From an optimization exercise on the open Yosys and OpenROAD flow, aimed at small area; shortcuts taken in it are not production practice. Function was checked by simulation only, so behaviour that the tests miss may differ from the original. The flow treats the clock pin as an ideal source, which a real chip does not have.

## alpha
Design top, start of the top module:
module top(
  input clk,
  input clr,
  input start,
  input day,
  input Wait,
  input display_d,
  input display_w,
  output reg [3:0] an,
  output reg [6:0] seg7,
  output reg over_3_day,
  output reg over_10_day,
  output reg over_10_night,
  output reg dp
);
For scale: ~650 cells after synthesis, ~22 I/O pins, about 0.0070 mm² of cells after synthesis.
==> flow/config.mk <==
export PLATFORM = sky130hd
export DESIGN_NAME = top
export DESIGN_NICKNAME = top
export VERILOG_FILES = /design/flow/design.v
export SDC_FILE = /design/flow/constraint.sdc
export NUM_CORES = 4
export LEC_CHECK = 0
export CAP_MARGIN = 20
export CORE_MARGIN = 2
export CORE_UTILIZATION = 65
export SLEW_MARGIN = 20
==> flow/constraint.sdc <==
create_clock -name core_clock -period 10.0 [get_ports {clk}]
set_input_delay 2.0000 -clock core_clock [delete_from_list [all_inputs] [get_ports {clk}]]
set_output_delay 2.0000 -clock core_clock [all_outputs]
set_load 0.01 [all_outputs]
standard.sh (not shown) runs the stock make flow with config.mk's settings and CLKGATE_MAP_FILE= SYNTH_SCRIPT=/design/flow/synth_recipe.tcl, a recipe that flattens the netlist after the stock synthesis.
==> flow/flow/run.sh <==
#!/bin/bash
# Standard layout (the standard.sh, standard synthesis), with two changes:
# port buffers use the smallest buffer cell, and clock tree synthesis inserts
# no dummy loads. Each tool's full output goes to the ORFS logs; make's own
# output goes to flow_make.log in this folder.
set -euo pipefail
CTS="-sink_clustering_enable -repair_clock_nets -dont_use_dummy_load"
CTS="$CTS -buf_list {sky130_fd_sc_hd__clkbuf_4 sky130_fd_sc_hd__clkbuf_8}"
bash standard.sh "CTS_ARGS=$CTS" "BUFFER_PORTS_ARGS=-buffer_cell sky130_fd_sc_hd__buf_1" finish > flow_make.log 2>&1
Here is what was changed in the inputs of beta compared with alpha.
--- a/flow/flow/run.sh
+++ b/flow/flow/run.sh
@@ -6,4 +6,4 @@
 set -euo pipefail
 CTS="-sink_clustering_enable -repair_clock_nets -dont_use_dummy_load"
-CTS="$CTS -buf_list {sky130_fd_sc_hd__clkbuf_4 sky130_fd_sc_hd__clkbuf_8}"
+CTS="$CTS -buf_list sky130_fd_sc_hd__clkbuf_8 -sink_clustering_size 20 -sink_clustering_max_diameter 80"
 bash standard.sh "CTS_ARGS=$CTS" "BUFFER_PORTS_ARGS=-buffer_cell sky130_fd_sc_hd__buf_1" finish > flow_make.log 2>&1
==> comparison <==
Compared with alpha, in beta filler cell count held steady; setup skew after layout flat; max-slew violation total from the final report about even.

========
top again, from the RTL that the note above started with.
clock: 10.0 ns
lec_check: 0
cap_margin: 20
core_margin: 2
core_utilization: 80
slew_margin: 20
==> flow/flow/run.sh <==
#!/bin/bash
# Standard layout (the standard.sh, standard synthesis), with these changes:
# port buffers use the smallest buffer cell; clock tree synthesis uses
# clkbuf_4 and no dummy loads, and afterwards (flow/post_cts.tcl) upsizes the
# clock buffers that drive 10 or more clock pins. Each tool's full output goes
# to the ORFS logs; make's own output goes to flow_make.log in this folder.
set -euo pipefail
CTS="-sink_clustering_enable -repair_clock_nets -dont_use_dummy_load"
CTS="$CTS -buf_list sky130_fd_sc_hd__clkbuf_4 -sink_clustering_size 40 -sink_clustering_max_diameter 100"
bash standard.sh "CTS_ARGS=$CTS" "BUFFER_PORTS_ARGS=-buffer_cell sky130_fd_sc_hd__buf_1" \
  "POST_CTS_TCL=$PWD/flow/post_cts.tcl" finish > flow_make.log 2>&1
==> flow/flow/post_cts.tcl <==
set block [ord::get_db_block]
set changed 0
foreach inst [$block getInsts] {
  if {[[$inst getMaster] getName] ne "sky130_fd_sc_hd__clkbuf_4"} { continue }
  foreach it [$inst getITerms] {
    if {![$it isOutputSignal]} { continue }
    set net [$it getNet]
    if {$net eq "NULL"} { continue }
    set fo [expr {[llength [$net getITerms]] - 1}]
    if {$fo >= 10} {
      puts "post_cts: [$inst getName] drives $fo pins, upsized to clkbuf_8"
      replace_cell [$inst getName] sky130_fd_sc_hd__clkbuf_8
      incr changed
    }
  }
}
if {$changed > 0} {
  detailed_placement
  check_placement -verbose
}
The first run produced a clean layout.
==> next run, changes <==
--- a/flow/config.mk
+++ b/flow/config.mk
@@ -10 +10 @@
-export CORE_UTILIZATION = 80
+export CORE_UTILIZATION = 65
Global-route usage drops by 5.8 points.
Worst hold slack gets better by 0.0090 ns.
Utilization shrinks by 14 points.

-- separate check: timing with driven ports --
No port has a modelled driver above. Below, the same layouts with a new extraction and two added sets of constraints. Step 1 sets driving cells, clkbuf_16 on the clock port and buf_2 on the other inputs (assumed; they add their load-dependent delay and slew). Step 2, shift: input delay + t, output delay - t, t = (earliest + latest rising clock arrival at the registers) / 2. This alone moves slack from input paths to output paths. a / b / c = no drivers / after step 1 / after step 2; a / b = the first two.
| run | t (ns) | setup WS [ns] | hold WS [ns] | latest minus earliest clock arrival (ns) |
|---|---|---|---|---|
| alpha | 0.472 | 3.360 / 3.360 / 3.360 | 0.470 / 0.470 / 0.470 | 0.024 / 0.024 |
| beta | 0.472 | 3.360 / 3.360 / 3.360 | 0.470 / 0.470 / 0.470 | 0.024 / 0.024 |
| the first run of note 2 | 0.441 | 3.285 / 3.285 / 3.285 | 0.465 / 0.465 / 0.465 | 0.041 / 0.041 |
| the second run of note 2 | 0.442 | 3.354 / 3.354 / 3.354 | 0.474 / 0.474 / 0.474 | 0.021 / 0.022 |
After both steps every run listed still meets setup and hold.
